This design comes from an exercise in tuning for small area, a short achievable clock period and few clock cycles per item on the open sky130 flow, not from production work.
Only simulation tests tie the RTL to the original design; equivalence was not proved.

==> flow/design.v, too long to show whole: its modules and the start of the top module <==
// module booth_ctl: 12 lines
// module csa_fa: 10 lines
// module csa_ha: 9 lines
// module ReLU: 37 lines
// module fully_serial: 3295 lines
// module neuron_top: 19 lines
module neuron_top (
    input  logic         clk,
    input  logic         rst_n,
    input  logic [511:0] in_vec,
    input  logic [255:0] weights_vec,
    input  logic [31:0]  bias,
    output logic [31:0]  out,
    output logic         done
);
  // ...
==> flow/flow/run.sh <==
#!/bin/bash
set -euo pipefail
export BUFFER_PORTS_ARGS="-buffer_cell sky130_fd_sc_hd__buf_1"
export SETUP_SLACK_MARGIN=5.0
bash standard.sh synth > flow_synth.log 2>&1
bash standard.sh finish > flow_finish.log 2>&1
==> flow/standard.sh <==
#!/bin/bash
# synth_recipe.tcl (not shown) runs the flow's synth.tcl, then flattens the netlist and writes it again
# the make line also repeats each setting of config.mk as NAME=value (left out here)
make -C /OpenROAD-flow-scripts/flow DESIGN_CONFIG=/design/flow/config.mk WORK_HOME=/design/flow/orfs CLKGATE_MAP_FILE= SYNTH_SCRIPT=/design/flow/synth_recipe.tcl "${@:-finish}"
==> flow/config.mk <==
export PLATFORM = sky130hd
export DESIGN_NAME = neuron_top
export DESIGN_NICKNAME = neuron_top
export VERILOG_FILES = /design/flow/design.v
export SDC_FILE = /design/flow/constraint.sdc
export NUM_CORES = 4
export LEC_CHECK = 0
export CAP_MARGIN = 20
export CORE_MARGIN = 2
export CORE_UTILIZATION = 60
export SLEW_MARGIN = 20
export SYNTH_HIERARCHICAL = 1
==> flow/constraint.sdc <==
create_clock -name core_clock -period 12.0 [get_ports {clk}]
set_input_delay 2.4000 -clock core_clock [delete_from_list [all_inputs] [get_ports {clk}]]
set_output_delay 2.4000 -clock core_clock [all_outputs]
set_load 0.01 [all_outputs]
==> reports/metrics.yaml, run 1 <==
status: "timing/DRC/antenna clean"
netlist_top_cells_count: "1,280 x fa_1, 1,084 x xnor2_1, 1,024 x a22oi_1"
fp.coreArea_mm2: 0.105
tapCellCount: 1391
nFlopsAndLatches: 263
fin_util_pct: 65.2
chipHeight_um: 329
via_per_inst: 7.11
critPathMaxFanout: 16
multiInputGateArea_mm2: 0.0546
fin_crit_sh_pct: 60.3
min_path_type: "reg -> reg"
antennaDiodeCount: 86
nNonClkInverters: 340
final.fill_count: 8495
async_reset_ff_share_pct: 1.90
cts_made_buffers: 38
design_area_mm2: 0.0685
fin_ws_ns: 4.76
dp.cells: 7719
syn_area_mm2: 0.0633
drc: 0
endpoint_kind: "primary output"
wl_mm: 311
nMultiInputCombCells: 4822
cp-start-kind: "flip-flop"
top_layer: "met5"
synth_area_leaders: "fa_1 40%, xnor2_1 15%, a22oi_1 12%"
max_stage_delay_ns: 0.90
max-clock-path-buffers: 3
Testbench counts, summed over its fixed seeds: cycles 3,840, items 960.
==> run 2, diff against run 1 <==
--- a/flow/design.v
+++ b/flow/design.v
@@ -322,49 +322,49 @@
         win_nxt_12_1 = {weights_vec[207], weights_vec[206], weights_vec[205]};
         win_nxt_13_0 = {weights_vec[221], weights_vec[220], win_r_13_1[2]};
         win_nxt_13_1 = {weights_vec[223], weights_vec[222], weights_vec[221]};
         win_nxt_14_0 = {weights_vec[237], weights_vec[236], win_r_14_1[2]};
         win_nxt_14_1 = {weights_vec[239], weights_vec[238], weights_vec[237]};
         win_nxt_15_0 = {weights_vec[253], weights_vec[252], win_r_15_1[2]};
         win_nxt_15_1 = {weights_vec[255], weights_vec[254], weights_vec[253]};
       end
-      default: begin   
-        win_nxt_0_0 = {weights_vec[5], weights_vec[4], weights_vec[3]};
-        win_nxt_0_1 = {weights_vec[7], weights_vec[6], weights_vec[5]};
-        win_nxt_1_0 = {weights_vec[21], weights_vec[20], weights_vec[19]};
-        win_nxt_1_1 = {weights_vec[23], weights_vec[22], weights_vec[21]};
-        win_nxt_2_0 = {weights_vec[37], weights_vec[36], weights_vec[35]};
-        win_nxt_2_1 = {weights_vec[39], weights_vec[38], weights_vec[37]};
-        win_nxt_3_0 = {weights_vec[53], weights_vec[52], weights_vec[51]};
-        win_nxt_3_1 = {weights_vec[55], weights_vec[54], weights_vec[53]};
-        win_nxt_4_0 = {weights_vec[69], weights_vec[68], weights_vec[67]};
-        win_nxt_4_1 = {weights_vec[71], weights_vec[70], weights_vec[69]};
-        win_nxt_5_0 = {weights_vec[85], weights_vec[84], weights_vec[83]};
-        win_nxt_5_1 = {weights_vec[87], weights_vec[86], weights_vec[85]};
-        win_nxt_6_0 = {weights_vec[101], weights_vec[100], weights_vec[99]};
-        win_nxt_6_1 = {weights_vec[103], weights_vec[102], weights_vec[101]};
-        win_nxt_7_0 = {weights_vec[117], weights_vec[116], weights_vec[115]};
-        win_nxt_7_1 = {weights_vec[119], weights_vec[118], weights_vec[117]};
-        win_nxt_8_0 = {weights_vec[133], weights_vec[132], weights_vec[131]};
-        win_nxt_8_1 = {weights_vec[135], weights_vec[134], weights_vec[133]};
-        win_nxt_9_0 = {weights_vec[149], weights_vec[148], weights_vec[147]};
-        win_nxt_9_1 = {weights_vec[151], weights_vec[150], weights_vec[149]};
-        win_nxt_10_0 = {weights_vec[165], weights_vec[164], weights_vec[163]};
-        win_nxt_10_1 = {weights_vec[167], weights_vec[166], weights_vec[165]};
-        win_nxt_11_0 = {weights_vec[181], weights_vec[180], weights_vec[179]};
-        win_nxt_11_1 = {weights_vec[183], weights_vec[182], weights_vec[181]};
-        win_nxt_12_0 = {weights_vec[197], weights_vec[196], weights_vec[195]};
-        win_nxt_12_1 = {weights_vec[199], weights_vec[198], weights_vec[197]};
-        win_nxt_13_0 = {weights_vec[213], weights_vec[212], weights_vec[211]};
-        win_nxt_13_1 = {weights_vec[215], weights_vec[214], weights_vec[213]};
-        win_nxt_14_0 = {weights_vec[229], weights_vec[228], weights_vec[227]};
-        win_nxt_14_1 = {weights_vec[231], weights_vec[230], weights_vec[229]};
-        win_nxt_15_0 = {weights_vec[245], weights_vec[244], weights_vec[243]};
-        win_nxt_15_1 = {weights_vec[247], weights_vec[246], weights_vec[245]};
+      default: begin
+        win_nxt_0_0 = 3'b000;
+        win_nxt_0_1 = 3'b000;
+        win_nxt_1_0 = 3'b000;
+        win_nxt_1_1 = 3'b000;
+        win_nxt_2_0 = 3'b000;
+        win_nxt_2_1 = 3'b000;
+        win_nxt_3_0 = 3'b000;
+        win_nxt_3_1 = 3'b000;
+        win_nxt_4_0 = 3'b000;
+        win_nxt_4_1 = 3'b000;
+        win_nxt_5_0 = 3'b000;
+        win_nxt_5_1 = 3'b000;
+        win_nxt_6_0 = 3'b000;
+        win_nxt_6_1 = 3'b000;
+        win_nxt_7_0 = 3'b000;
+        win_nxt_7_1 = 3'b000;
+        win_nxt_8_0 = 3'b000;
+        win_nxt_8_1 = 3'b000;
+        win_nxt_9_0 = 3'b000;
+        win_nxt_9_1 = 3'b000;
+        win_nxt_10_0 = 3'b000;
+        win_nxt_10_1 = 3'b000;
+        win_nxt_11_0 = 3'b000;
+        win_nxt_11_1 = 3'b000;
+        win_nxt_12_0 = 3'b000;
+        win_nxt_12_1 = 3'b000;
+        win_nxt_13_0 = 3'b000;
+        win_nxt_13_1 = 3'b000;
+        win_nxt_14_0 = 3'b000;
+        win_nxt_14_1 = 3'b000;
+        win_nxt_15_0 = 3'b000;
+        win_nxt_15_1 = 3'b000;
       end
     endcase
   end
   always_ff @(posedge clk) begin
     win_r_0_0 <= win_nxt_0_0;
     win_r_0_1 <= win_nxt_0_1;
     win_r_1_0 <= win_nxt_1_0;
     win_r_1_1 <= win_nxt_1_1;
@@ -469,237 +469,141 @@
   assign xs[11] = {{2{in_vec[383]}}, in_vec[383:352], 1'b0};
   assign xs[12] = {{2{in_vec[415]}}, in_vec[415:384], 1'b0};
   assign xs[13] = {{2{in_vec[447]}}, in_vec[447:416], 1'b0};
   assign xs[14] = {{2{in_vec[479]}}, in_vec[479:448], 1'b0};
   assign xs[15] = {{2{in_vec[511]}}, in_vec[511:480], 1'b0};
   logic [33:0] pp0_0;
   logic [2:0] c0_0_0;
   booth_ctl u_bc0_0_0 (.first(first), .ctl0(booth_enc({weights_vec[1], weights_vec[0], 1'b0})), .winr(win_r_0_0), .ctl(c0_0_0));
-  assign pp0_0[16:0] = ((({17{c0_0_0[2]}} & xs[0][17:1]) | ({17{c0_0_0[1]}} & xs[0][16:0])) ^ {17{c0_0_0[0]}});
-  logic [2:0] c0_0_1;
-  booth_ctl u_bc0_0_1 (.first(~nfirst), .ctl0(booth_enc({weights_vec[1], weights_vec[0], 1'b0})), .winr(win_r_0_0), .ctl(c0_0_1));
-  assign pp0_0[33:17] = ((({17{c0_0_1[2]}} & xs[0][34:18]) | ({17{c0_0_1[1]}} & xs[0][33:17])) ^ {17{c0_0_1[0]}}) ^ (17'd1 << 16);
+  assign pp0_0[33:0] = ((({34{c0_0_0[2]}} & xs[0][34:1]) | ({34{c0_0_0[1]}} & xs[0][33:0])) ^ {34{c0_0_0[0]}}) ^ (34'd1 << 33);
   logic [33:0] pp0_1;
   logic [2:0] c0_1_0;
   booth_ctl u_bc0_1_0 (.first(first), .ctl0(booth_enc({weights_vec[3], weights_vec[2], weights_vec[1]})), .winr(win_r_0_1), .ctl(c0_1_0));
-  assign pp0_1[16:0] = ((({17{c0_1_0[2]}} & xs[0][17:1]) | ({17{c0_1_0[1]}} & xs[0][16:0])) ^ {17{c0_1_0[0]}});
-  logic [2:0] c0_1_1;
-  booth_ctl u_bc0_1_1 (.first(~nfirst), .ctl0(booth_enc({weights_vec[3], weights_vec[2], weights_vec[1]})), .winr(win_r_0_1), .ctl(c0_1_1));
-  assign pp0_1[33:17] = ((({17{c0_1_1[2]}} & xs[0][34:18]) | ({17{c0_1_1[1]}} & xs[0][33:17])) ^ {17{c0_1_1[0]}}) ^ (17'd1 << 16);
+  assign pp0_1[33:0] = ((({34{c0_1_0[2]}} & xs[0][34:1]) | ({34{c0_1_0[1]}} & xs[0][33:0])) ^ {34{c0_1_0[0]}}) ^ (34'd1 << 33);
   logic [33:0] pp1_0;
   logic [2:0] c1_0_0;
   booth_ctl u_bc1_0_0 (.first(first), .ctl0(booth_enc({weights_vec[17], weights_vec[16], 1'b0})), .winr(win_r_1_0), .ctl(c1_0_0));
-  assign pp1_0[16:0] = ((({17{c1_0_0[2]}} & xs[1][17:1]) | ({17{c1_0_0[1]}} & xs[1][16:0])) ^ {17{c1_0_0[0]}});
-  logic [2:0] c1_0_1;
-  booth_ctl u_bc1_0_1 (.first(~nfirst), .ctl0(booth_enc({weights_vec[17], weights_vec[16], 1'b0})), .winr(win_r_1_0), .ctl(c1_0_1));
-  assign pp1_0[33:17] = ((({17{c1_0_1[2]}} & xs[1][34:18]) | ({17{c1_0_1[1]}} & xs[1][33:17])) ^ {17{c1_0_1[0]}}) ^ (17'd1 << 16);
+  assign pp1_0[33:0] = ((({34{c1_0_0[2]}} & xs[1][34:1]) | ({34{c1_0_0[1]}} & xs[1][33:0])) ^ {34{c1_0_0[0]}}) ^ (34'd1 << 33);
   logic [33:0] pp1_1;
   logic [2:0] c1_1_0;
   booth_ctl u_bc1_1_0 (.first(first), .ctl0(booth_enc({weights_vec[19], weights_vec[18], weights_vec[17]})), .winr(win_r_1_1), .ctl(c1_1_0));
-  assign pp1_1[16:0] = ((({17{c1_1_0[2]}} & xs[1][17:1]) | ({17{c1_1_0[1]}} & xs[1][16:0])) ^ {17{c1_1_0[0]}});
-  logic [2:0] c1_1_1;
-  booth_ctl u_bc1_1_1 (.first(~nfirst), .ctl0(booth_enc({weights_vec[19], weights_vec[18], weights_vec[17]})), .winr(win_r_1_1), .ctl(c1_1_1));
-  assign pp1_1[33:17] = ((({17{c1_1_1[2]}} & xs[1][34:18]) | ({17{c1_1_1[1]}} & xs[1][33:17])) ^ {17{c1_1_1[0]}}) ^ (17'd1 << 16);
+  assign pp1_1[33:0] = ((({34{c1_1_0[2]}} & xs[1][34:1]) | ({34{c1_1_0[1]}} & xs[1][33:0])) ^ {34{c1_1_0[0]}}) ^ (34'd1 << 33);
   logic [33:0] pp2_0;
   logic [2:0] c2_0_0;
   booth_ctl u_bc2_0_0 (.first(first), .ctl0(booth_enc({weights_vec[33], weights_vec[32], 1'b0})), .winr(win_r_2_0), .ctl(c2_0_0));
-  assign pp2_0[16:0] = ((({17{c2_0_0[2]}} & xs[2][17:1]) | ({17{c2_0_0[1]}} & xs[2][16:0])) ^ {17{c2_0_0[0]}});
-  logic [2:0] c2_0_1;
-  booth_ctl u_bc2_0_1 (.first(~nfirst), .ctl0(booth_enc({weights_vec[33], weights_vec[32], 1'b0})), .winr(win_r_2_0), .ctl(c2_0_1));
-  assign pp2_0[33:17] = ((({17{c2_0_1[2]}} & xs[2][34:18]) | ({17{c2_0_1[1]}} & xs[2][33:17])) ^ {17{c2_0_1[0]}}) ^ (17'd1 << 16);
+  assign pp2_0[33:0] = ((({34{c2_0_0[2]}} & xs[2][34:1]) | ({34{c2_0_0[1]}} & xs[2][33:0])) ^ {34{c2_0_0[0]}}) ^ (34'd1 << 33);
   logic [33:0] pp2_1;
   logic [2:0] c2_1_0;
   booth_ctl u_bc2_1_0 (.first(first), .ctl0(booth_enc({weights_vec[35], weights_vec[34], weights_vec[33]})), .winr(win_r_2_1), .ctl(c2_1_0));
-  assign pp2_1[16:0] = ((({17{c2_1_0[2]}} & xs[2][17:1]) | ({17{c2_1_0[1]}} & xs[2][16:0])) ^ {17{c2_1_0[0]}});
-  logic [2:0] c2_1_1;
-  booth_ctl u_bc2_1_1 (.first(~nfirst), .ctl0(booth_enc({weights_vec[35], weights_vec[34], weights_vec[33]})), .winr(win_r_2_1), .ctl(c2_1_1));
-  assign pp2_1[33:17] = ((({17{c2_1_1[2]}} & xs[2][34:18]) | ({17{c2_1_1[1]}} & xs[2][33:17])) ^ {17{c2_1_1[0]}}) ^ (17'd1 << 16);
+  assign pp2_1[33:0] = ((({34{c2_1_0[2]}} & xs[2][34:1]) | ({34{c2_1_0[1]}} & xs[2][33:0])) ^ {34{c2_1_0[0]}}) ^ (34'd1 << 33);
   logic [33:0] pp3_0;
   logic [2:0] c3_0_0;
   booth_ctl u_bc3_0_0 (.first(first), .ctl0(booth_enc({weights_vec[49], weights_vec[48], 1'b0})), .winr(win_r_3_0), .ctl(c3_0_0));
-  assign pp3_0[16:0] = ((({17{c3_0_0[2]}} & xs[3][17:1]) | ({17{c3_0_0[1]}} & xs[3][16:0])) ^ {17{c3_0_0[0]}});
-  logic [2:0] c3_0_1;
-  booth_ctl u_bc3_0_1 (.first(~nfirst), .ctl0(booth_enc({weights_vec[49], weights_vec[48], 1'b0})), .winr(win_r_3_0), .ctl(c3_0_1));
-  assign pp3_0[33:17] = ((({17{c3_0_1[2]}} & xs[3][34:18]) | ({17{c3_0_1[1]}} & xs[3][33:17])) ^ {17{c3_0_1[0]}}) ^ (17'd1 << 16);
+  assign pp3_0[33:0] = ((({34{c3_0_0[2]}} & xs[3][34:1]) | ({34{c3_0_0[1]}} & xs[3][33:0])) ^ {34{c3_0_0[0]}}) ^ (34'd1 << 33);
   logic [33:0] pp3_1;
   logic [2:0] c3_1_0;
   booth_ctl u_bc3_1_0 (.first(first), .ctl0(booth_enc({weights_vec[51], weights_vec[50], weights_vec[49]})), .winr(win_r_3_1), .ctl(c3_1_0));
-  assign pp3_1[16:0] = ((({17{c3_1_0[2]}} & xs[3][17:1]) | ({17{c3_1_0[1]}} & xs[3][16:0])) ^ {17{c3_1_0[0]}});
-  logic [2:0] c3_1_1;
-  booth_ctl u_bc3_1_1 (.first(~nfirst), .ctl0(booth_enc({weights_vec[51], weights_vec[50], weights_vec[49]})), .winr(win_r_3_1), .ctl(c3_1_1));
-  assign pp3_1[33:17] = ((({17{c3_1_1[2]}} & xs[3][34:18]) | ({17{c3_1_1[1]}} & xs[3][33:17])) ^ {17{c3_1_1[0]}}) ^ (17'd1 << 16);
+  assign pp3_1[33:0] = ((({34{c3_1_0[2]}} & xs[3][34:1]) | ({34{c3_1_0[1]}} & xs[3][33:0])) ^ {34{c3_1_0[0]}}) ^ (34'd1 << 33);
   logic [33:0] pp4_0;
   logic [2:0] c4_0_0;
   booth_ctl u_bc4_0_0 (.first(first), .ctl0(booth_enc({weights_vec[65], weights_vec[64], 1'b0})), .winr(win_r_4_0), .ctl(c4_0_0));
-  assign pp4_0[16:0] = ((({17{c4_0_0[2]}} & xs[4][17:1]) | ({17{c4_0_0[1]}} & xs[4][16:0])) ^ {17{c4_0_0[0]}});
-  logic [2:0] c4_0_1;
-  booth_ctl u_bc4_0_1 (.first(~nfirst), .ctl0(booth_enc({weights_vec[65], weights_vec[64], 1'b0})), .winr(win_r_4_0), .ctl(c4_0_1));
-  assign pp4_0[33:17] = ((({17{c4_0_1[2]}} & xs[4][34:18]) | ({17{c4_0_1[1]}} & xs[4][33:17])) ^ {17{c4_0_1[0]}}) ^ (17'd1 << 16);
+  assign pp4_0[33:0] = ((({34{c4_0_0[2]}} & xs[4][34:1]) | ({34{c4_0_0[1]}} & xs[4][33:0])) ^ {34{c4_0_0[0]}}) ^ (34'd1 << 33);
   logic [33:0] pp4_1;
   logic [2:0] c4_1_0;
   booth_ctl u_bc4_1_0 (.first(first), .ctl0(booth_enc({weights_vec[67], weights_vec[66], weights_vec[65]})), .winr(win_r_4_1), .ctl(c4_1_0));
-  assign pp4_1[16:0] = ((({17{c4_1_0[2]}} & xs[4][17:1]) | ({17{c4_1_0[1]}} & xs[4][16:0])) ^ {17{c4_1_0[0]}});
-  logic [2:0] c4_1_1;
-  booth_ctl u_bc4_1_1 (.first(~nfirst), .ctl0(booth_enc({weights_vec[67], weights_vec[66], weights_vec[65]})), .winr(win_r_4_1), .ctl(c4_1_1));
-  assign pp4_1[33:17] = ((({17{c4_1_1[2]}} & xs[4][34:18]) | ({17{c4_1_1[1]}} & xs[4][33:17])) ^ {17{c4_1_1[0]}}) ^ (17'd1 << 16);
+  assign pp4_1[33:0] = ((({34{c4_1_0[2]}} & xs[4][34:1]) | ({34{c4_1_0[1]}} & xs[4][33:0])) ^ {34{c4_1_0[0]}}) ^ (34'd1 << 33);
   logic [33:0] pp5_0;
   logic [2:0] c5_0_0;
   booth_ctl u_bc5_0_0 (.first(first), .ctl0(booth_enc({weights_vec[81], weights_vec[80], 1'b0})), .winr(win_r_5_0), .ctl(c5_0_0));
-  assign pp5_0[16:0] = ((({17{c5_0_0[2]}} & xs[5][17:1]) | ({17{c5_0_0[1]}} & xs[5][16:0])) ^ {17{c5_0_0[0]}});
-  logic [2:0] c5_0_1;
-  booth_ctl u_bc5_0_1 (.first(~nfirst), .ctl0(booth_enc({weights_vec[81], weights_vec[80], 1'b0})), .winr(win_r_5_0), .ctl(c5_0_1));
-  assign pp5_0[33:17] = ((({17{c5_0_1[2]}} & xs[5][34:18]) | ({17{c5_0_1[1]}} & xs[5][33:17])) ^ {17{c5_0_1[0]}}) ^ (17'd1 << 16);
+  assign pp5_0[33:0] = ((({34{c5_0_0[2]}} & xs[5][34:1]) | ({34{c5_0_0[1]}} & xs[5][33:0])) ^ {34{c5_0_0[0]}}) ^ (34'd1 << 33);
   logic [33:0] pp5_1;
   logic [2:0] c5_1_0;
   booth_ctl u_bc5_1_0 (.first(first), .ctl0(booth_enc({weights_vec[83], weights_vec[82], weights_vec[81]})), .winr(win_r_5_1), .ctl(c5_1_0));
-  assign pp5_1[16:0] = ((({17{c5_1_0[2]}} & xs[5][17:1]) | ({17{c5_1_0[1]}} & xs[5][16:0])) ^ {17{c5_1_0[0]}});
-  logic [2:0] c5_1_1;
-  booth_ctl u_bc5_1_1 (.first(~nfirst), .ctl0(booth_enc({weights_vec[83], weights_vec[82], weights_vec[81]})), .winr(win_r_5_1), .ctl(c5_1_1));
-  assign pp5_1[33:17] = ((({17{c5_1_1[2]}} & xs[5][34:18]) | ({17{c5_1_1[1]}} & xs[5][33:17])) ^ {17{c5_1_1[0]}}) ^ (17'd1 << 16);
+  assign pp5_1[33:0] = ((({34{c5_1_0[2]}} & xs[5][34:1]) | ({34{c5_1_0[1]}} & xs[5][33:0])) ^ {34{c5_1_0[0]}}) ^ (34'd1 << 33);
   logic [33:0] pp6_0;
   logic [2:0] c6_0_0;
   booth_ctl u_bc6_0_0 (.first(first), .ctl0(booth_enc({weights_vec[97], weights_vec[96], 1'b0})), .winr(win_r_6_0), .ctl(c6_0_0));
-  assign pp6_0[16:0] = ((({17{c6_0_0[2]}} & xs[6][17:1]) | ({17{c6_0_0[1]}} & xs[6][16:0])) ^ {17{c6_0_0[0]}});
-  logic [2:0] c6_0_1;
-  booth_ctl u_bc6_0_1 (.first(~nfirst), .ctl0(booth_enc({weights_vec[97], weights_vec[96], 1'b0})), .winr(win_r_6_0), .ctl(c6_0_1));
-  assign pp6_0[33:17] = ((({17{c6_0_1[2]}} & xs[6][34:18]) | ({17{c6_0_1[1]}} & xs[6][33:17])) ^ {17{c6_0_1[0]}}) ^ (17'd1 << 16);
+  assign pp6_0[33:0] = ((({34{c6_0_0[2]}} & xs[6][34:1]) | ({34{c6_0_0[1]}} & xs[6][33:0])) ^ {34{c6_0_0[0]}}) ^ (34'd1 << 33);
   logic [33:0] pp6_1;
   logic [2:0] c6_1_0;
   booth_ctl u_bc6_1_0 (.first(first), .ctl0(booth_enc({weights_vec[99], weights_vec[98], weights_vec[97]})), .winr(win_r_6_1), .ctl(c6_1_0));
-  assign pp6_1[16:0] = ((({17{c6_1_0[2]}} & xs[6][17:1]) | ({17{c6_1_0[1]}} & xs[6][16:0])) ^ {17{c6_1_0[0]}});
-  logic [2:0] c6_1_1;
-  booth_ctl u_bc6_1_1 (.first(~nfirst), .ctl0(booth_enc({weights_vec[99], weights_vec[98], weights_vec[97]})), .winr(win_r_6_1), .ctl(c6_1_1));
-  assign pp6_1[33:17] = ((({17{c6_1_1[2]}} & xs[6][34:18]) | ({17{c6_1_1[1]}} & xs[6][33:17])) ^ {17{c6_1_1[0]}}) ^ (17'd1 << 16);
+  assign pp6_1[33:0] = ((({34{c6_1_0[2]}} & xs[6][34:1]) | ({34{c6_1_0[1]}} & xs[6][33:0])) ^ {34{c6_1_0[0]}}) ^ (34'd1 << 33);
   logic [33:0] pp7_0;
   logic [2:0] c7_0_0;
   booth_ctl u_bc7_0_0 (.first(first), .ctl0(booth_enc({weights_vec[113], weights_vec[112], 1'b0})), .winr(win_r_7_0), .ctl(c7_0_0));
-  assign pp7_0[16:0] = ((({17{c7_0_0[2]}} & xs[7][17:1]) | ({17{c7_0_0[1]}} & xs[7][16:0])) ^ {17{c7_0_0[0]}});
-  logic [2:0] c7_0_1;
-  booth_ctl u_bc7_0_1 (.first(~nfirst), .ctl0(booth_enc({weights_vec[113], weights_vec[112], 1'b0})), .winr(win_r_7_0), .ctl(c7_0_1));
-  assign pp7_0[33:17] = ((({17{c7_0_1[2]}} & xs[7][34:18]) | ({17{c7_0_1[1]}} & xs[7][33:17])) ^ {17{c7_0_1[0]}}) ^ (17'd1 << 16);
+  assign pp7_0[33:0] = ((({34{c7_0_0[2]}} & xs[7][34:1]) | ({34{c7_0_0[1]}} & xs[7][33:0])) ^ {34{c7_0_0[0]}}) ^ (34'd1 << 33);
   logic [33:0] pp7_1;
   logic [2:0] c7_1_0;
   booth_ctl u_bc7_1_0 (.first(first), .ctl0(booth_enc({weights_vec[115], weights_vec[114], weights_vec[113]})), .winr(win_r_7_1), .ctl(c7_1_0));
-  assign pp7_1[16:0] = ((({17{c7_1_0[2]}} & xs[7][17:1]) | ({17{c7_1_0[1]}} & xs[7][16:0])) ^ {17{c7_1_0[0]}});
-  logic [2:0] c7_1_1;
-  booth_ctl u_bc7_1_1 (.first(~nfirst), .ctl0(booth_enc({weights_vec[115], weights_vec[114], weights_vec[113]})), .winr(win_r_7_1), .ctl(c7_1_1));
-  assign pp7_1[33:17] = ((({17{c7_1_1[2]}} & xs[7][34:18]) | ({17{c7_1_1[1]}} & xs[7][33:17])) ^ {17{c7_1_1[0]}}) ^ (17'd1 << 16);
+  assign pp7_1[33:0] = ((({34{c7_1_0[2]}} & xs[7][34:1]) | ({34{c7_1_0[1]}} & xs[7][33:0])) ^ {34{c7_1_0[0]}}) ^ (34'd1 << 33);
   logic [33:0] pp8_0;
   logic [2:0] c8_0_0;
   booth_ctl u_bc8_0_0 (.first(first), .ctl0(booth_enc({weights_vec[129], weights_vec[128], 1'b0})), .winr(win_r_8_0), .ctl(c8_0_0));
-  assign pp8_0[16:0] = ((({17{c8_0_0[2]}} & xs[8][17:1]) | ({17{c8_0_0[1]}} & xs[8][16:0])) ^ {17{c8_0_0[0]}});
-  logic [2:0] c8_0_1;
-  booth_ctl u_bc8_0_1 (.first(~nfirst), .ctl0(booth_enc({weights_vec[129], weights_vec[128], 1'b0})), .winr(win_r_8_0), .ctl(c8_0_1));
-  assign pp8_0[33:17] = ((({17{c8_0_1[2]}} & xs[8][34:18]) | ({17{c8_0_1[1]}} & xs[8][33:17])) ^ {17{c8_0_1[0]}}) ^ (17'd1 << 16);
+  assign pp8_0[33:0] = ((({34{c8_0_0[2]}} & xs[8][34:1]) | ({34{c8_0_0[1]}} & xs[8][33:0])) ^ {34{c8_0_0[0]}}) ^ (34'd1 << 33);
   logic [33:0] pp8_1;
   logic [2:0] c8_1_0;
   booth_ctl u_bc8_1_0 (.first(first), .ctl0(booth_enc({weights_vec[131], weights_vec[130], weights_vec[129]})), .winr(win_r_8_1), .ctl(c8_1_0));
-  assign pp8_1[16:0] = ((({17{c8_1_0[2]}} & xs[8][17:1]) | ({17{c8_1_0[1]}} & xs[8][16:0])) ^ {17{c8_1_0[0]}});
-  logic [2:0] c8_1_1;
-  booth_ctl u_bc8_1_1 (.first(~nfirst), .ctl0(booth_enc({weights_vec[131], weights_vec[130], weights_vec[129]})), .winr(win_r_8_1), .ctl(c8_1_1));
-  assign pp8_1[33:17] = ((({17{c8_1_1[2]}} & xs[8][34:18]) | ({17{c8_1_1[1]}} & xs[8][33:17])) ^ {17{c8_1_1[0]}}) ^ (17'd1 << 16);
+  assign pp8_1[33:0] = ((({34{c8_1_0[2]}} & xs[8][34:1]) | ({34{c8_1_0[1]}} & xs[8][33:0])) ^ {34{c8_1_0[0]}}) ^ (34'd1 << 33);
   logic [33:0] pp9_0;
   logic [2:0] c9_0_0;
   booth_ctl u_bc9_0_0 (.first(first), .ctl0(booth_enc({weights_vec[145], weights_vec[144], 1'b0})), .winr(win_r_9_0), .ctl(c9_0_0));
-  assign pp9_0[16:0] = ((({17{c9_0_0[2]}} & xs[9][17:1]) | ({17{c9_0_0[1]}} & xs[9][16:0])) ^ {17{c9_0_0[0]}});
-  logic [2:0] c9_0_1;
-  booth_ctl u_bc9_0_1 (.first(~nfirst), .ctl0(booth_enc({weights_vec[145], weights_vec[144], 1'b0})), .winr(win_r_9_0), .ctl(c9_0_1));
-  assign pp9_0[33:17] = ((({17{c9_0_1[2]}} & xs[9][34:18]) | ({17{c9_0_1[1]}} & xs[9][33:17])) ^ {17{c9_0_1[0]}}) ^ (17'd1 << 16);
+  assign pp9_0[33:0] = ((({34{c9_0_0[2]}} & xs[9][34:1]) | ({34{c9_0_0[1]}} & xs[9][33:0])) ^ {34{c9_0_0[0]}}) ^ (34'd1 << 33);
   logic [33:0] pp9_1;
   logic [2:0] c9_1_0;
   booth_ctl u_bc9_1_0 (.first(first), .ctl0(booth_enc({weights_vec[147], weights_vec[146], weights_vec[145]})), .winr(win_r_9_1), .ctl(c9_1_0));
-  assign pp9_1[16:0] = ((({17{c9_1_0[2]}} & xs[9][17:1]) | ({17{c9_1_0[1]}} & xs[9][16:0])) ^ {17{c9_1_0[0]}});
-  logic [2:0] c9_1_1;
-  booth_ctl u_bc9_1_1 (.first(~nfirst), .ctl0(booth_enc({weights_vec[147], weights_vec[146], weights_vec[145]})), .winr(win_r_9_1), .ctl(c9_1_1));
-  assign pp9_1[33:17] = ((({17{c9_1_1[2]}} & xs[9][34:18]) | ({17{c9_1_1[1]}} & xs[9][33:17])) ^ {17{c9_1_1[0]}}) ^ (17'd1 << 16);
+  assign pp9_1[33:0] = ((({34{c9_1_0[2]}} & xs[9][34:1]) | ({34{c9_1_0[1]}} & xs[9][33:0])) ^ {34{c9_1_0[0]}}) ^ (34'd1 << 33);
   logic [33:0] pp10_0;
   logic [2:0] c10_0_0;
   booth_ctl u_bc10_0_0 (.first(first), .ctl0(booth_enc({weights_vec[161], weights_vec[160], 1'b0})), .winr(win_r_10_0), .ctl(c10_0_0));
-  assign pp10_0[16:0] = ((({17{c10_0_0[2]}} & xs[10][17:1]) | ({17{c10_0_0[1]}} & xs[10][16:0])) ^ {17{c10_0_0[0]}});
-  logic [2:0] c10_0_1;
-  booth_ctl u_bc10_0_1 (.first(~nfirst), .ctl0(booth_enc({weights_vec[161], weights_vec[160], 1'b0})), .winr(win_r_10_0), .ctl(c10_0_1));
-  assign pp10_0[33:17] = ((({17{c10_0_1[2]}} & xs[10][34:18]) | ({17{c10_0_1[1]}} & xs[10][33:17])) ^ {17{c10_0_1[0]}}) ^ (17'd1 << 16);
+  assign pp10_0[33:0] = ((({34{c10_0_0[2]}} & xs[10][34:1]) | ({34{c10_0_0[1]}} & xs[10][33:0])) ^ {34{c10_0_0[0]}}) ^ (34'd1 << 33);
   logic [33:0] pp10_1;
   logic [2:0] c10_1_0;
   booth_ctl u_bc10_1_0 (.first(first), .ctl0(booth_enc({weights_vec[163], weights_vec[162], weights_vec[161]})), .winr(win_r_10_1), .ctl(c10_1_0));
-  assign pp10_1[16:0] = ((({17{c10_1_0[2]}} & xs[10][17:1]) | ({17{c10_1_0[1]}} & xs[10][16:0])) ^ {17{c10_1_0[0]}});
-  logic [2:0] c10_1_1;
-  booth_ctl u_bc10_1_1 (.first(~nfirst), .ctl0(booth_enc({weights_vec[163], weights_vec[162], weights_vec[161]})), .winr(win_r_10_1), .ctl(c10_1_1));
-  assign pp10_1[33:17] = ((({17{c10_1_1[2]}} & xs[10][34:18]) | ({17{c10_1_1[1]}} & xs[10][33:17])) ^ {17{c10_1_1[0]}}) ^ (17'd1 << 16);
+  assign pp10_1[33:0] = ((({34{c10_1_0[2]}} & xs[10][34:1]) | ({34{c10_1_0[1]}} & xs[10][33:0])) ^ {34{c10_1_0[0]}}) ^ (34'd1 << 33);
   logic [33:0] pp11_0;
   logic [2:0] c11_0_0;
   booth_ctl u_bc11_0_0 (.first(first), .ctl0(booth_enc({weights_vec[177], weights_vec[176], 1'b0})), .winr(win_r_11_0), .ctl(c11_0_0));
-  assign pp11_0[16:0] = ((({17{c11_0_0[2]}} & xs[11][17:1]) | ({17{c11_0_0[1]}} & xs[11][16:0])) ^ {17{c11_0_0[0]}});
-  logic [2:0] c11_0_1;
-  booth_ctl u_bc11_0_1 (.first(~nfirst), .ctl0(booth_enc({weights_vec[177], weights_vec[176], 1'b0})), .winr(win_r_11_0), .ctl(c11_0_1));
-  assign pp11_0[33:17] = ((({17{c11_0_1[2]}} & xs[11][34:18]) | ({17{c11_0_1[1]}} & xs[11][33:17])) ^ {17{c11_0_1[0]}}) ^ (17'd1 << 16);
+  assign pp11_0[33:0] = ((({34{c11_0_0[2]}} & xs[11][34:1]) | ({34{c11_0_0[1]}} & xs[11][33:0])) ^ {34{c11_0_0[0]}}) ^ (34'd1 << 33);
   logic [33:0] pp11_1;
   logic [2:0] c11_1_0;
   booth_ctl u_bc11_1_0 (.first(first), .ctl0(booth_enc({weights_vec[179], weights_vec[178], weights_vec[177]})), .winr(win_r_11_1), .ctl(c11_1_0));
-  assign pp11_1[16:0] = ((({17{c11_1_0[2]}} & xs[11][17:1]) | ({17{c11_1_0[1]}} & xs[11][16:0])) ^ {17{c11_1_0[0]}});
-  logic [2:0] c11_1_1;
-  booth_ctl u_bc11_1_1 (.first(~nfirst), .ctl0(booth_enc({weights_vec[179], weights_vec[178], weights_vec[177]})), .winr(win_r_11_1), .ctl(c11_1_1));
-  assign pp11_1[33:17] = ((({17{c11_1_1[2]}} & xs[11][34:18]) | ({17{c11_1_1[1]}} & xs[11][33:17])) ^ {17{c11_1_1[0]}}) ^ (17'd1 << 16);
+  assign pp11_1[33:0] = ((({34{c11_1_0[2]}} & xs[11][34:1]) | ({34{c11_1_0[1]}} & xs[11][33:0])) ^ {34{c11_1_0[0]}}) ^ (34'd1 << 33);
   logic [33:0] pp12_0;
   logic [2:0] c12_0_0;
   booth_ctl u_bc12_0_0 (.first(first), .ctl0(booth_enc({weights_vec[193], weights_vec[192], 1'b0})), .winr(win_r_12_0), .ctl(c12_0_0));
-  assign pp12_0[16:0] = ((({17{c12_0_0[2]}} & xs[12][17:1]) | ({17{c12_0_0[1]}} & xs[12][16:0])) ^ {17{c12_0_0[0]}});
-  logic [2:0] c12_0_1;
-  booth_ctl u_bc12_0_1 (.first(~nfirst), .ctl0(booth_enc({weights_vec[193], weights_vec[192], 1'b0})), .winr(win_r_12_0), .ctl(c12_0_1));
-  assign pp12_0[33:17] = ((({17{c12_0_1[2]}} & xs[12][34:18]) | ({17{c12_0_1[1]}} & xs[12][33:17])) ^ {17{c12_0_1[0]}}) ^ (17'd1 << 16);
+  assign pp12_0[33:0] = ((({34{c12_0_0[2]}} & xs[12][34:1]) | ({34{c12_0_0[1]}} & xs[12][33:0])) ^ {34{c12_0_0[0]}}) ^ (34'd1 << 33);
   logic [33:0] pp12_1;
   logic [2:0] c12_1_0;
   booth_ctl u_bc12_1_0 (.first(first), .ctl0(booth_enc({weights_vec[195], weights_vec[194], weights_vec[193]})), .winr(win_r_12_1), .ctl(c12_1_0));
-  assign pp12_1[16:0] = ((({17{c12_1_0[2]}} & xs[12][17:1]) | ({17{c12_1_0[1]}} & xs[12][16:0])) ^ {17{c12_1_0[0]}});
-  logic [2:0] c12_1_1;
-  booth_ctl u_bc12_1_1 (.first(~nfirst), .ctl0(booth_enc({weights_vec[195], weights_vec[194], weights_vec[193]})), .winr(win_r_12_1), .ctl(c12_1_1));
-  assign pp12_1[33:17] = ((({17{c12_1_1[2]}} & xs[12][34:18]) | ({17{c12_1_1[1]}} & xs[12][33:17])) ^ {17{c12_1_1[0]}}) ^ (17'd1 << 16);
+  assign pp12_1[33:0] = ((({34{c12_1_0[2]}} & xs[12][34:1]) | ({34{c12_1_0[1]}} & xs[12][33:0])) ^ {34{c12_1_0[0]}}) ^ (34'd1 << 33);
   logic [33:0] pp13_0;
   logic [2:0] c13_0_0;
   booth_ctl u_bc13_0_0 (.first(first), .ctl0(booth_enc({weights_vec[209], weights_vec[208], 1'b0})), .winr(win_r_13_0), .ctl(c13_0_0));
-  assign pp13_0[16:0] = ((({17{c13_0_0[2]}} & xs[13][17:1]) | ({17{c13_0_0[1]}} & xs[13][16:0])) ^ {17{c13_0_0[0]}});
-  logic [2:0] c13_0_1;
-  booth_ctl u_bc13_0_1 (.first(~nfirst), .ctl0(booth_enc({weights_vec[209], weights_vec[208], 1'b0})), .winr(win_r_13_0), .ctl(c13_0_1));
-  assign pp13_0[33:17] = ((({17{c13_0_1[2]}} & xs[13][34:18]) | ({17{c13_0_1[1]}} & xs[13][33:17])) ^ {17{c13_0_1[0]}}) ^ (17'd1 << 16);
+  assign pp13_0[33:0] = ((({34{c13_0_0[2]}} & xs[13][34:1]) | ({34{c13_0_0[1]}} & xs[13][33:0])) ^ {34{c13_0_0[0]}}) ^ (34'd1 << 33);
   logic [33:0] pp13_1;
   logic [2:0] c13_1_0;
   booth_ctl u_bc13_1_0 (.first(first), .ctl0(booth_enc({weights_vec[211], weights_vec[210], weights_vec[209]})), .winr(win_r_13_1), .ctl(c13_1_0));
-  assign pp13_1[16:0] = ((({17{c13_1_0[2]}} & xs[13][17:1]) | ({17{c13_1_0[1]}} & xs[13][16:0])) ^ {17{c13_1_0[0]}});
-  logic [2:0] c13_1_1;
-  booth_ctl u_bc13_1_1 (.first(~nfirst), .ctl0(booth_enc({weights_vec[211], weights_vec[210], weights_vec[209]})), .winr(win_r_13_1), .ctl(c13_1_1));
-  assign pp13_1[33:17] = ((({17{c13_1_1[2]}} & xs[13][34:18]) | ({17{c13_1_1[1]}} & xs[13][33:17])) ^ {17{c13_1_1[0]}}) ^ (17'd1 << 16);
+  assign pp13_1[33:0] = ((({34{c13_1_0[2]}} & xs[13][34:1]) | ({34{c13_1_0[1]}} & xs[13][33:0])) ^ {34{c13_1_0[0]}}) ^ (34'd1 << 33);
   logic [33:0] pp14_0;
   logic [2:0] c14_0_0;
   booth_ctl u_bc14_0_0 (.first(first), .ctl0(booth_enc({weights_vec[225], weights_vec[224], 1'b0})), .winr(win_r_14_0), .ctl(c14_0_0));
-  assign pp14_0[16:0] = ((({17{c14_0_0[2]}} & xs[14][17:1]) | ({17{c14_0_0[1]}} & xs[14][16:0])) ^ {17{c14_0_0[0]}});
-  logic [2:0] c14_0_1;
-  booth_ctl u_bc14_0_1 (.first(~nfirst), .ctl0(booth_enc({weights_vec[225], weights_vec[224], 1'b0})), .winr(win_r_14_0), .ctl(c14_0_1));
-  assign pp14_0[33:17] = ((({17{c14_0_1[2]}} & xs[14][34:18]) | ({17{c14_0_1[1]}} & xs[14][33:17])) ^ {17{c14_0_1[0]}}) ^ (17'd1 << 16);
+  assign pp14_0[33:0] = ((({34{c14_0_0[2]}} & xs[14][34:1]) | ({34{c14_0_0[1]}} & xs[14][33:0])) ^ {34{c14_0_0[0]}}) ^ (34'd1 << 33);
   logic [33:0] pp14_1;
   logic [2:0] c14_1_0;
   booth_ctl u_bc14_1_0 (.first(first), .ctl0(booth_enc({weights_vec[227], weights_vec[226], weights_vec[225]})), .winr(win_r_14_1), .ctl(c14_1_0));
-  assign pp14_1[16:0] = ((({17{c14_1_0[2]}} & xs[14][17:1]) | ({17{c14_1_0[1]}} & xs[14][16:0])) ^ {17{c14_1_0[0]}});
-  logic [2:0] c14_1_1;
-  booth_ctl u_bc14_1_1 (.first(~nfirst), .ctl0(booth_enc({weights_vec[227], weights_vec[226], weights_vec[225]})), .winr(win_r_14_1), .ctl(c14_1_1));
-  assign pp14_1[33:17] = ((({17{c14_1_1[2]}} & xs[14][34:18]) | ({17{c14_1_1[1]}} & xs[14][33:17])) ^ {17{c14_1_1[0]}}) ^ (17'd1 << 16);
+  assign pp14_1[33:0] = ((({34{c14_1_0[2]}} & xs[14][34:1]) | ({34{c14_1_0[1]}} & xs[14][33:0])) ^ {34{c14_1_0[0]}}) ^ (34'd1 << 33);
   logic [33:0] pp15_0;
   logic [2:0] c15_0_0;
   booth_ctl u_bc15_0_0 (.first(first), .ctl0(booth_enc({weights_vec[241], weights_vec[240], 1'b0})), .winr(win_r_15_0), .ctl(c15_0_0));
-  assign pp15_0[16:0] = ((({17{c15_0_0[2]}} & xs[15][17:1]) | ({17{c15_0_0[1]}} & xs[15][16:0])) ^ {17{c15_0_0[0]}});
-  logic [2:0] c15_0_1;
-  booth_ctl u_bc15_0_1 (.first(~nfirst), .ctl0(booth_enc({weights_vec[241], weights_vec[240], 1'b0})), .winr(win_r_15_0), .ctl(c15_0_1));
-  assign pp15_0[33:17] = ((({17{c15_0_1[2]}} & xs[15][34:18]) | ({17{c15_0_1[1]}} & xs[15][33:17])) ^ {17{c15_0_1[0]}}) ^ (17'd1 << 16);
+  assign pp15_0[33:0] = ((({34{c15_0_0[2]}} & xs[15][34:1]) | ({34{c15_0_0[1]}} & xs[15][33:0])) ^ {34{c15_0_0[0]}}) ^ (34'd1 << 33);
   logic [33:0] pp15_1;
   logic [2:0] c15_1_0;
   booth_ctl u_bc15_1_0 (.first(first), .ctl0(booth_enc({weights_vec[243], weights_vec[242], weights_vec[241]})), .winr(win_r_15_1), .ctl(c15_1_0));
-  assign pp15_1[16:0] = ((({17{c15_1_0[2]}} & xs[15][17:1]) | ({17{c15_1_0[1]}} & xs[15][16:0])) ^ {17{c15_1_0[0]}});
-  logic [2:0] c15_1_1;
-  booth_ctl u_bc15_1_1 (.first(~nfirst), .ctl0(booth_enc({weights_vec[243], weights_vec[242], weights_vec[241]})), .winr(win_r_15_1), .ctl(c15_1_1));
-  assign pp15_1[33:17] = ((({17{c15_1_1[2]}} & xs[15][34:18]) | ({17{c15_1_1[1]}} & xs[15][33:17])) ^ {17{c15_1_1[0]}}) ^ (17'd1 << 16);
+  assign pp15_1[33:0] = ((({34{c15_1_0[2]}} & xs[15][34:1]) | ({34{c15_1_0[1]}} & xs[15][33:0])) ^ {34{c15_1_0[0]}}) ^ (34'd1 << 33);
   logic fs0, fc0;
   logic fs1, fc1;
   logic fs2, fc2;
   logic fs3, fc3;
   logic fs4, fc4;
   logic fs5, fc5;
   logic fs6, fc6;
   logic fs7, fc7;
==> flow/flow/run.sh (replaced) <==
#!/bin/bash
# Own layout flow: the standard flow (standard.sh, unchanged synthesis and
# steps), except that the port buffers are plain buffers
# (sky130_fd_sc_hd__buf_2) rather than the delay buffers that buffer_ports
# picks by itself.  Each step's full output goes to a log file here.
set -euo pipefail
export BUFFER_PORTS_ARGS="-buffer_cell sky130_fd_sc_hd__buf_2"
bash standard.sh synth > flow_synth.log 2>&1
bash standard.sh finish > flow_finish.log 2>&1
==> flow/config.mk (replaced) <==
export PLATFORM = sky130hd
export DESIGN_NAME = neuron_top
export DESIGN_NICKNAME = neuron_top
export VERILOG_FILES = /design/flow/design.v
export SDC_FILE = /design/flow/constraint.sdc
export NUM_CORES = 4
export LEC_CHECK = 0
export CAP_MARGIN = 20
export CORE_MARGIN = 2
export CORE_UTILIZATION = 50
export SETUP_SLACK_MARGIN = 5
export SLEW_MARGIN = 20
export SYNTH_HIERARCHICAL = 1
==> run 2 against run 1 <==
Against the previous run:
- still clean
- clock skew rose by 0.016 ns
- design area fell by 2.4%
- area after synthesis fell by 5.6%
- flip-flop and latch count did not move
- via count fell by 7.9%
- critical path type unchanged
- critical endpoint is now out[0]
==> reports/metrics.yaml, run 2 <==
syn_area_per_cell_um2: 11.0  # was 10.9 um2
grtUsageTotal_pct: 46.8  # was 57.0%
skew_ns: 0.0682  # was 0.0519 ns
worst_pin_slew_ns: 1.28  # was 1.30 ns
clkTransAtPathRegs_ns: 0.06  # about the same
async_reset_ff_share_pct: 1.90  # unchanged
drt_first_pass_iters: 12  # unchanged
largest-register: "u_neuron.a0_q"  # unchanged
fp.dieArea_mm2: 0.122  # was 0.108 mm2
cp-startpoint: "u_neuron.a0_q[28]"  # was u_neuron.a2_q[10]
layout_min_cycle_time_ns: 7.09  # was 7.24 ns
grt_pass1_wl_mm: 395  # was 422 mm
fmax_mhz: 141  # was 138 MHz
endpoint_kind: "primary output"  # unchanged
cp-start-kind: "flip-flop"  # unchanged
cts_root_buf: "clkbuf_16"  # unchanged
grt-ovfl-total: 0  # unchanged
io_pins: 835  # unchanged
cts_made_buffers: 36  # was 38
status: "timing/DRC/antenna clean"  # unchanged
fin_setup_tns_ns: 0  # unchanged
crit_chain: "inv_1 > fa_1 > fa_1 > inv_1 > ha_1 > o21ai_0 > a2bb2oi_1 > o21a_4 > xnor2_4 > buf_12 > nor2_8 > buf_12 > a21oi_2 > buf_2"  # was fa_2 > clkinvlp_4 > fa_2 > inv_2 > ha_4 > nand4_1 > a21oi_2 > o21a_4 > o22ai_4 > o21a_4 > xnor2_4 > nor2_8 > buf_12 > a21oi_2 > buf_1
synth_top_area_share_pct: 42.9  # was 40.5%
critPathMaxFanout: 11  # was 16
final_max_slew_viol_count: 0  # unchanged
yosysTopAreaCell: "fa_1"  # unchanged
via_per_inst: 6.76  # was 7.11
synth_seq_area_share_pct: 8.86  # was 8.36%
final_common_cell: "fa_1"  # unchanged
cts_tree: "built"  # unchanged
maxCapViolations: 0  # unchanged
yosys_warnings: 9  # unchanged
vias: 51678  # was 56,122
gp_congestion: 1.04  # was 1.09
fp.coreArea_mm2: 0.118  # was 0.105 mm2
die_w_um: 350  # was 329 um
min_path_type: "reg -> reg"  # unchanged
placementRows: 126  # was 119
fin_util_pct: 56.5  # was 65.2%
synth_area_leaders: "fa_1 43%, xnor2_1 16%, a22oi_1 12%"  # was fa_1 40%, xnor2_1 15%, a22oi_1 12%
wl_per_cell_um: 37.9  # was 39.5 um
hp-start: "u_neuron.win_r_8_1[2]"  # was u_neuron.win_r_5_1[2]
syn_inst: 5453  # was 5,811
rsz0062_at_grt: "true"  # unchanged
synth_edf_count: 0  # unchanged
port_buffers: 833  # unchanged
final_antenna_net_count: 0  # unchanged
max_stage_delay_ns: 0.88  # was 0.90 ns
netlist_top_cells_count: "1,280 x fa_1, 1,084 x xnor2_1, 992 x a22oi_1"  # was 1,280 x fa_1, 1,084 x xnor2_1, 1,024 x a22oi_1
drc: 0  # unchanged
grt_max_degree: 95  # was 107
reg2reg_slack_ns: 5.33  # was 5.19 ns
drive_gt1_share_pct: 20.3  # was 7.18%
slowest_stage: "o21ai_0"  # was fa_2
final_nets: 8297  # was 8,718
max-clock-path-buffers: 3  # unchanged
wl_mm: 290  # was 311 mm
layout_common_cells: "1,277 x fa_1, 1,084 x xnor2_1, 992 x a22oi_1"  # was 1,275 x fa_1, 1,084 x xnor2_1, 1,023 x a22oi_1
worstSkewPairLatency_ns: 0.64  # was 0.68 ns
grt_pass1_vias: 52279  # was 55,717
area_delta_synth_final_pct: 11.9  # was 8.14%
hold_violations: 0  # unchanged
chipHeight_um: 350  # was 329 um
fin_ws_ns: 4.91  # was 4.76 ns
slew_headroom_pct: 14.9  # was 13.5%
h-tree-depth: 2  # unchanged
worstPathArrival_ns: 4.69  # was 4.84 ns
cts_sinks: 263  # unchanged
fin_crit_sh_pct: 59.1  # was 60.3%
start_util_pct: 50.5  # was 60.3%
setup_viol: 0  # unchanged
dp_hpwl_mm: 226  # was 258 mm
yosysMostFrequentCell: "fa_1"  # unchanged
largest_reg_flops: 40  # unchanged
synth_seq_cells: 263  # unchanged
synth-main-ff-cell: "dfxtp_1"  # unchanged
antenna_found_initial: 100  # was 124
synth_cell_types: 65  # was 67
syn_area_mm2: 0.0598  # was 0.0633 mm2
r2r_start: "u_neuron.first"  # was u_neuron.nfirst
post-place-ws_ns: 4.59  # was 4.73 ns
drt_iter0_drc: 7923  # was 9,066
required_ns: 9.60  # about the same
critPathKind: "reg -> out"  # unchanged
==> run 2: changes by cell type in the layout (fill, tap and decap cells not counted), sizes merged, moves of 62 or more <==
cell and delta:
nand2 -64, mux2 -64, inv -66, a222oi +64
nor2 +64, o21ai -80, ha -62
==> run 2: through the flow <==
step | hold slack, ns | instances | area, um2
5_1_grt | 0.552 | 7624 | 66800
6_report | 0.533 | 7647 | 66800
4_1_cts | 0.529 | 7590 | 66600
3_3_place_gp | 0.509 | 7509 | 65000
3_5_place_dp | 0.518 | 7509 | 65000
2_1_floorplan | 0.485 | 5471 | 59800
==> run 2: timing repair <==
| item | 4_1_cts | 5_1_grt |
|---|---|---|
| resized for setup | 34 | 9 |
| pin swaps | 23 | 7 |
| endpoints found under the setup margin | 32 | 64 |
| buffers inserted | 14 | 5 |
| cloned | 1 | 0 |
| hold buffers | 0 | 0 |
==> run 2: cell type report <==
type	count	area, um2
multi-input combinational	4505	52000
fill	10452	51400
sequential	263	5300
timing repair buffer	951	5190
tap	1536	1920
clock buffer	54	1070
inverter	274	1030
clock inverter	12	190
antenna	52	130
==> run 2: worst paths after layout <==
kind,end,depth (start not counted)
min in group asynchronous,u_neuron.done,1
max,out[0],14
max in group asynchronous,u_neuron.first,1
min,u_neuron.win_r_8_0[0],2
min reg2reg,u_neuron.win_r_8_0[0],2
max reg2reg,u_neuron.a3_q[32],10
==> run 2: cell families (layout without fill, tap and decap cells) <==
family	Yosys count	in the layout	synth area share (%)
adder cells (fa/ha/maj)	1464	1464	46.7
flip-flops	263	263	8.86
buffers and inverters	704	1291	5.21
multiplexers	144	144	2.65
other	2	72	0.0126
AND/OR/NAND/NOR	469	470	3.98
AO/OA/AOI/OAI	1276	1276	15.9
XOR/XNOR	1131	1131	16.6
==> run 2: critical path, delay by kind of cell (launching register included) <==
| family | cells | cell delay (ns) |
|---|---|---|
| buffers and inverters | 5 | 0.58 |
| flip-flops | 1 | 0.32 |
| AO/OA/AOI/OAI | 4 | 1.50 |
| XOR/XNOR | 1 | 0.15 |
| adder cells (fa/ha/maj) | 3 | 1.46 |
| AND/OR/NAND/NOR | 1 | 0.04 |
==> run 2: layer usage <==
layer,track usage [%],vias to the layer above,part of all wire [%]
li1,-,19717,-
met1,58.0,25955,36
met2,67.1,4744,42
met3,20.3,1174,15
met4,28.9,88,7.7
met5,0.392,-,0.18
==> run 2: per-module statistics from Yosys, one instance, submodules excluded, a selection <==
| module | area, um2 | times used |
|---|---|---|
| csa_fa | 20.0 | 1200 |
| csa_ha | 12.5 | 33 |
| booth_ctl | 73.8 | 32 |
| fully_serial | 28200 | 1 |
Testbench counts of run 2, summed over its fixed seeds: cycles 3,840, items 960.
==> run 3, diff against run 2 <==
==> flow/flow/run.sh (replaced) <==
#!/bin/bash
set -euo pipefail
export BUFFER_PORTS_ARGS="-buffer_cell sky130_fd_sc_hd__buf_2"
export SETUP_SLACK_MARGIN=5.3
bash standard.sh synth > flow_synth.log 2>&1
bash standard.sh finish > flow_finish.log 2>&1
--- a/flow/config.mk
+++ b/flow/config.mk
@@ -8,6 +8,5 @@
 export CAP_MARGIN = 20
 export CORE_MARGIN = 2
 export CORE_UTILIZATION = 50
-export SETUP_SLACK_MARGIN = 5
 export SLEW_MARGIN = 20
 export SYNTH_HIERARCHICAL = 1
==> run 3 against run 2 <==
Against the previous run:
- count of clock-buffer cells in the layout stayed put
- global-route usage hardly changed
- critical endpoint unchanged
- die area stayed put
- critical path depth stayed put
- still clean
- flip-flop and latch count stayed put
==> reports/metrics.yaml, run 3 <==
reg2reg_slack_ns: 5.32  # was 5.33 ns
slew_headroom_pct: 25.4  # was 14.9%
io_pins: 835  # unchanged
netlist_top_cells_count: "1,280 x fa_1, 1,084 x xnor2_1, 992 x a22oi_1"  # unchanged
final_cells: 7648  # was 7,647
critPathMaxFanout: 11  # unchanged
fp.coreArea_mm2: 0.118  # unchanged
area_delta_synth_final_pct: 12.1  # was 11.9%
worstPathArrival_ns: 4.67  # was 4.69 ns
async_reset_ff_share_pct: 1.90  # unchanged
worstReg2RegEnd: "u_neuron.a3_q[32]"  # unchanged
final_antenna_net_count: 0  # unchanged
antenna_found_initial: 98  # was 100
synth_top_area_share_pct: 42.9  # unchanged
fin_crit_sh_pct: 59.0  # was 59.1%
hold_violations: 0  # unchanged
yosys_warnings: 9  # unchanged
cts_sinks: 263  # unchanged
fmax_mhz: 141  # about the same
final_max_slew_viol_count: 0  # unchanged
required_ns: 9.60  # about the same
maxCapViolations: 0  # unchanged
dpl_cell_area_mm2: 0.0650  # unchanged
hold_end: "u_neuron.win_r_2_0[0]"  # was u_neuron.win_r_8_0[0]
clkTransAtPathRegs_ns: 0.06  # about the same
fin_setup_tns_ns: 0  # unchanged
largest_reg_flops: 40  # unchanged
endpoint_kind: "primary output"  # unchanged
largest-register: "u_neuron.a0_q"  # unchanged
design_area_mm2: 0.0670  # was 0.0668 mm2
max-clock-path-buffers: 3  # unchanged
holdWs_ns: 0.532  # was 0.533 ns
chipHeight_um: 350  # unchanged
reg2reg_depth: 10  # unchanged
layout_common_cells: "1,277 x fa_1, 1,084 x xnor2_1, 992 x a22oi_1"  # unchanged
yosysMostFrequentCell: "fa_1"  # unchanged
placementRows: 126  # unchanged
grt_pass1_wl_mm: 395  # about the same
layout_min_cycle_time_ns: 7.07  # was 7.09 ns
cts_made_buffers: 36  # unchanged
cts_root_buf: "clkbuf_16"  # unchanged
via_per_inst: 6.78  # was 6.76
final_nets: 8298  # was 8,297
synth_seq_area_share_pct: 8.86  # unchanged
hp-start: "u_neuron.win_r_2_1[2]"  # was u_neuron.win_r_8_1[2]
port_buffers: 833  # unchanged
gp_congestion: 1.04  # unchanged
synth_area_leaders: "fa_1 43%, xnor2_1 16%, a22oi_1 12%"  # unchanged
hold_buffers: 0  # unchanged
yosysTopAreaCell: "fa_1"  # unchanged
setup_viol: 0  # unchanged
cts_tree: "built"  # unchanged
synth_seq_cells: 263  # unchanged
worst_pin_slew_ns: 1.11  # was 1.28 ns
synth_edf_count: 0  # unchanged
min_path_type: "reg -> reg"  # unchanged
critPathKind: "reg -> out"  # unchanged
syn_inst: 5453  # unchanged
rsz0062_at_grt: "true"  # unchanged
min_path_cells: 2  # unchanged
r2r_start: "u_neuron.first"  # unchanged
grt_max_degree: 95  # unchanged
grt_pass1_vias: 52275  # was 52,279
drt_iter0_drc: 7862  # was 7,923
dp_hpwl_mm: 226  # unchanged
final_common_cell: "fa_1"  # unchanged
grtUsageTotal_pct: 46.8  # about the same
status: "timing/DRC/antenna clean"  # unchanged
drt_first_pass_iters: 11  # was 12
worstSkewPairLatency_ns: 0.63  # was 0.64 ns
vias: 51835  # was 51,678
die_w_um: 350  # unchanged
syn_area_mm2: 0.0598  # unchanged
drive_gt1_share_pct: 20.4  # was 20.3%
synth-main-ff-cell: "dfxtp_1"  # unchanged
h-tree-depth: 2  # unchanged
skew_ns: 0.0601  # was 0.0682 ns
wl_mm: 291  # was 290 mm
start_util_pct: 50.5  # unchanged
wl_per_cell_um: 38.0  # was 37.9 um
grt-ovfl-total: 0  # unchanged
synth_cell_types: 65  # unchanged
syn_area_per_cell_um2: 11.0  # unchanged
fp.dieArea_mm2: 0.122  # unchanged
cp-start-kind: "flip-flop"  # unchanged
dp.cells: 7509  # unchanged
drc: 0  # unchanged
## run 3: cell types whose count changed in the layout (fill, tap and decap cells not counted), moves of 7 or more
cell | before | now
buf_4 | 107 | 92
buf_6 | 4 | 19
mux2_2 | 108 | 101
mux2_4 | 2 | 9
## run 3: repair_timing
item                                    in CTS  in global routing
endpoints found under the hold margin        0                  0
cloned                                       1                  0
setup buffers                               15                  5
endpoints found under the setup margin     104                 79
pin swaps                                   23                  7
resized for setup                           41                 29
## run 3: worst max path at each step
stage	startpoint	endpoint	slack, ns	cells after the start
finish	u_neuron.a0_q[28]	out[0]	4.93	14
global route	u_neuron.a0_q[1]	out[0]	4.87	17
CTS	u_neuron.a0_q[1]	out[0]	4.94	17
detailed placement	weights_vec[114]	u_neuron.a3_q[25]	4.59	13
global placement	weights_vec[114]	u_neuron.a3_q[14]	4.64	13
floorplan	weights_vec[49]	u_neuron.a3_q[25]	5.35	15
## run 3: final cells by class
class	count	area, um2
sequential	263	5300
fill	10439	51300
multi-input combinational	4505	52000
inverter	274	1030
antenna	52	130
clock inverter	12	190
timing repair buffer	952	5280
tap	1536	1920
clock buffer	54	1070
## run 3: metrics by stage
step	setup WS, ns	utilization, %
floorplan	5.35	-
global placement	4.64	54.9
detailed placement	4.59	54.9
CTS	4.94	56.4
global route	4.87	56.6
finish	4.93	56.6
## run 3: modules after synthesis, one instance, submodules excluded, a selection
module | area, um2 | cells | times used
fully_serial | 28200 | 3379 | 1
booth_ctl | 73.8 | 9 | 32
csa_fa | 20.0 | 1 | 1200
csa_ha | 12.5 | 1 | 33
## run 3: logic make-up after synthesis
logic type	count (synthesis)	share of synthesized area [%]
compound gates	1276	15.9
xor+xnor	1131	16.6
fa+ha+maj	1464	46.7
buf+inv	704	5.21
flops	263	8.86
mux	144	2.65
other cells	2	0.0126
simple gates	469	3.98
## run 3: critical path, cell delays in order (launching register included)
cell,delay (ns)
dfxtp_1,0.32
inv_1,0.05
fa_1,0.50
fa_1,0.51
inv_1,0.04
ha_1,0.45
o21ai_0,0.87
a2bb2oi_1,0.23
o21a_4,0.24
xnor2_4,0.15
buf_12,0.16
nor2_8,0.04
buf_12,0.19
a21oi_2,0.15
buf_2,0.14
## run 3: layer usage
layer	wire (um)	vias to the layer above	part of all wire, %	track usage, %
met1	104000	26321	36	58.2
met5	421	-	0.14	0
met2	121000	4640	42	67.1
li1	-	19709	-	-
met4	22100	72	7.6	29.2
met3	42600	1093	15	19.9
==> run 4, diff against run 3 <==
==> flow/flow/run.sh (replaced) <==
#!/bin/bash
set -euo pipefail
export BUFFER_PORTS_ARGS="-buffer_cell sky130_fd_sc_hd__buf_1"
export SETUP_SLACK_MARGIN=5.3
bash standard.sh synth > flow_synth.log 2>&1
bash standard.sh finish > flow_finish.log 2>&1
==> run 4 against run 3 <==
Against the previous run:
- critical path type unchanged
- sequential share of layout area grew 0.083 points
- area after synthesis is the same
- flip-flop and latch count is the same
- still clean
- worst setup slack lost 0.076 ns
- cell count is essentially flat
- clock skew shrank 0.024 ns
==> reports/metrics.yaml, run 4 <==
status: "timing/DRC/antenna clean"  # unchanged
worst_pin_slew_ns: 1.16  # was 1.11 ns
netlist_top_cells_count: "1,280 x fa_1, 1,084 x xnor2_1, 992 x a22oi_1"  # unchanged
synth-main-ff-cell: "dfxtp_1"  # unchanged
wl_mm: 301  # was 291 mm
reg2reg_slack_ns: 5.29  # was 5.32 ns
largest_reg_flops: 40  # unchanged
multiInputGateArea_mm2: 0.0521  # was 0.0520 mm2
chipHeight_um: 350  # unchanged
synth_area_leaders: "fa_1 43%, xnor2_1 16%, a22oi_1 12%"  # unchanged
syn_area_per_cell_um2: 11.0  # unchanged
final_antenna_net_count: 0  # unchanged
hp-start: "u_neuron.ph[0]"  # was u_neuron.win_r_2_1[2]
synth_cell_types: 65  # unchanged
start_util_pct: 50.5  # unchanged
post-place-ws_ns: 4.34  # was 4.59 ns
cp-start-kind: "flip-flop"  # unchanged
antenna_found_initial: 82  # was 98
die_w_um: 350  # unchanged
min_path_type: "reg -> reg"  # unchanged
rsz0062_at_grt: "true"  # unchanged
yosysTopAreaCell: "fa_1"  # unchanged
drc: 0  # unchanged
clkTransAtPathRegs_ns: 0.06  # about the same
layout_common_cells: "1,274 x fa_1, 1,081 x xnor2_1, 986 x a22oi_1"  # was 1,277 x fa_1, 1,084 x xnor2_1, 992 x a22oi_1
grt.met1_usage_pct: 60.6  # was 58.2%
grt_pass1_wl_mm: 406  # was 395 mm
fp.dieArea_mm2: 0.122  # unchanged
syn_area_mm2: 0.0598  # unchanged
yosys.area_share.adder_pct: 46.7  # unchanged
maxCapViolations: 0  # unchanged
drt_first_pass_iters: 9  # was 11
busiest_layer: "met2"  # unchanged
worstPathArrival_ns: 4.75  # was 4.67 ns
hold_violations: 0  # unchanged
fin_ws_ns: 4.85  # was 4.93 ns
placementRows: 126  # unchanged
slew_headroom_pct: 22.5  # was 25.4%
skew_ns: 0.0359  # was 0.0601 ns
endpoint_kind: "primary output"  # unchanged
r2r_start: "u_neuron.first"  # unchanged
required_ns: 9.60  # about the same
vias: 51926  # was 51,835
worstSkewPairLatency_ns: 0.63  # about the same
final_common_cell: "fa_1"  # unchanged
wl_per_cell_um: 39.3  # was 38.0 um
synth_top_family_by_area: "adder cells"  # unchanged
## run 4: final timing paths
| path | endpoint | depth (start not counted) |
|---|---|---|
| worst max-delay path | out[21] | 16 |
| worst min-delay path | u_neuron.ph[0] | 1 |
| worst max register to register | u_neuron.a3_q[32] | 11 |
| worst min register to register | u_neuron.ph[0] | 1 |
| max in group asynchronous | u_neuron.keep | 1 |
| min in group asynchronous | u_neuron.done | 1 |
## run 4: kinds of logic (layout without fill, tap and decap cells)
logic type      after synthesis  count (layout)
compound gates             1276            1276
xor+xnor                   1131            1131
fa+ha+maj                  1464            1464
buf+inv                     704            1294
flops                       263             263
mux                         144             144
other cells                   2              68
simple gates                469             470
## run 4: cell type report
| type | count | share of cell area [%] |
|---|---|---|
| Multi-Input combinational cell | 4505 | 78.6 |
| Sequential cell | 263 | 8.00 |
| Timing Repair Buffer | 956 | 6.75 |
| Tap cell | 1536 | 2.90 |
| Inverter | 274 | 1.55 |
| Clock buffer | 45 | 1.53 |
| Clock inverter | 19 | 0.449 |
| Antenna cell | 48 | 0.181 |
## run 4: per-module statistics from Yosys (local to each module, per instance), excerpt
module        area [um2]  flip-flops and latches
csa_fa              20.0                       0
fully_serial       28200                     263
booth_ctl           73.8                       0
csa_ha              12.5                       0
## run 4: per-layer routing
layer	routed length [um]	up-vias	part of all wire [%]
li1	-	19720	-
met1	108000	26433	36
met2	125000	4511	42
met3	44200	1186	15
met4	22800	76	7.6
met5	508	-	0.17
## run 4: critical path: stages, from the launching register on
cell	delay, ns
dfxtp_1	0.33
inv_1	0.06
fa_1	0.54
fa_1	0.52
inv_1	0.05
ha_2	0.48
o211ai_1	0.21
o21ai_4	0.38
o21a_4	0.21
o22ai_4	0.12
o21a_4	0.27
xnor2_4	0.14
buf_12	0.15
nor2_4	0.17
clkbuf_16	0.27
a21oi_2	0.07
buf_2	0.14
## run 4: repair_timing
item / in CTS / in global routing
pin swaps: 9 / 18
gates resized for setup: 42 / 110
gates cloned: 1 / 4
setup endpoints to repair: 114 / 97
hold buffers: 0 / 0
buffers inserted: 5 / 14
## run 4: through the flow
| stage | hold WS (ns) | cell area (um2) |
|---|---|---|
| final | 0.535 | 66300 |
| after CTS | 0.535 | 65500 |
| after floorplan | 0.485 | 59800 |
| after global placement | 0.518 | 63900 |
| after detailed placement | 0.524 | 63900 |
| after global routing | 0.559 | 66200 |

re-timing with driven ports:
In the flow no input, the clock included, has a driving cell. The finished layouts below were timed again as built, in two steps.
Step 1, drivers: a clkbuf_16 drives clk and a buf_2 each remaining input, both assumed.
Step 2, shift: input delay + t, output delay - t, t = (earliest + latest rising clock arrival at the registers) / 2. This alone moves slack from input paths to output paths.
a / b / c = ideal ports / drivers / drivers and shift; a / b = the first two.
| run | shift t [ns] | slack for setup (ns) | latest minus earliest clock arrival (ns) | worst register clock-pin slew, ns | pins driven straight from the clock port |
|---|---|---|---|---|---|
| run 1 | 0.740 | 4.763 / 4.678 / 4.375 | 0.052 / 0.052 | 0.07 / 0.07 | 1 |
| run 2 | 0.689 | 4.907 / 4.824 / 4.384 | 0.069 / 0.068 | 0.08 / 0.08 | 1 |
| run 3 | 0.686 | 4.926 / 4.840 / 4.629 | 0.061 / 0.061 | 0.07 / 0.07 | 1 |
| run 4 | 0.696 | 4.849 / 4.766 / 4.622 | 0.036 / 0.036 | 0.07 / 0.07 | 1 |
After both steps every run listed still meets setup and hold. The setup slack of run 2, which loses most, moves by -0.083 ns with the drivers and by -0.523 ns with both steps.
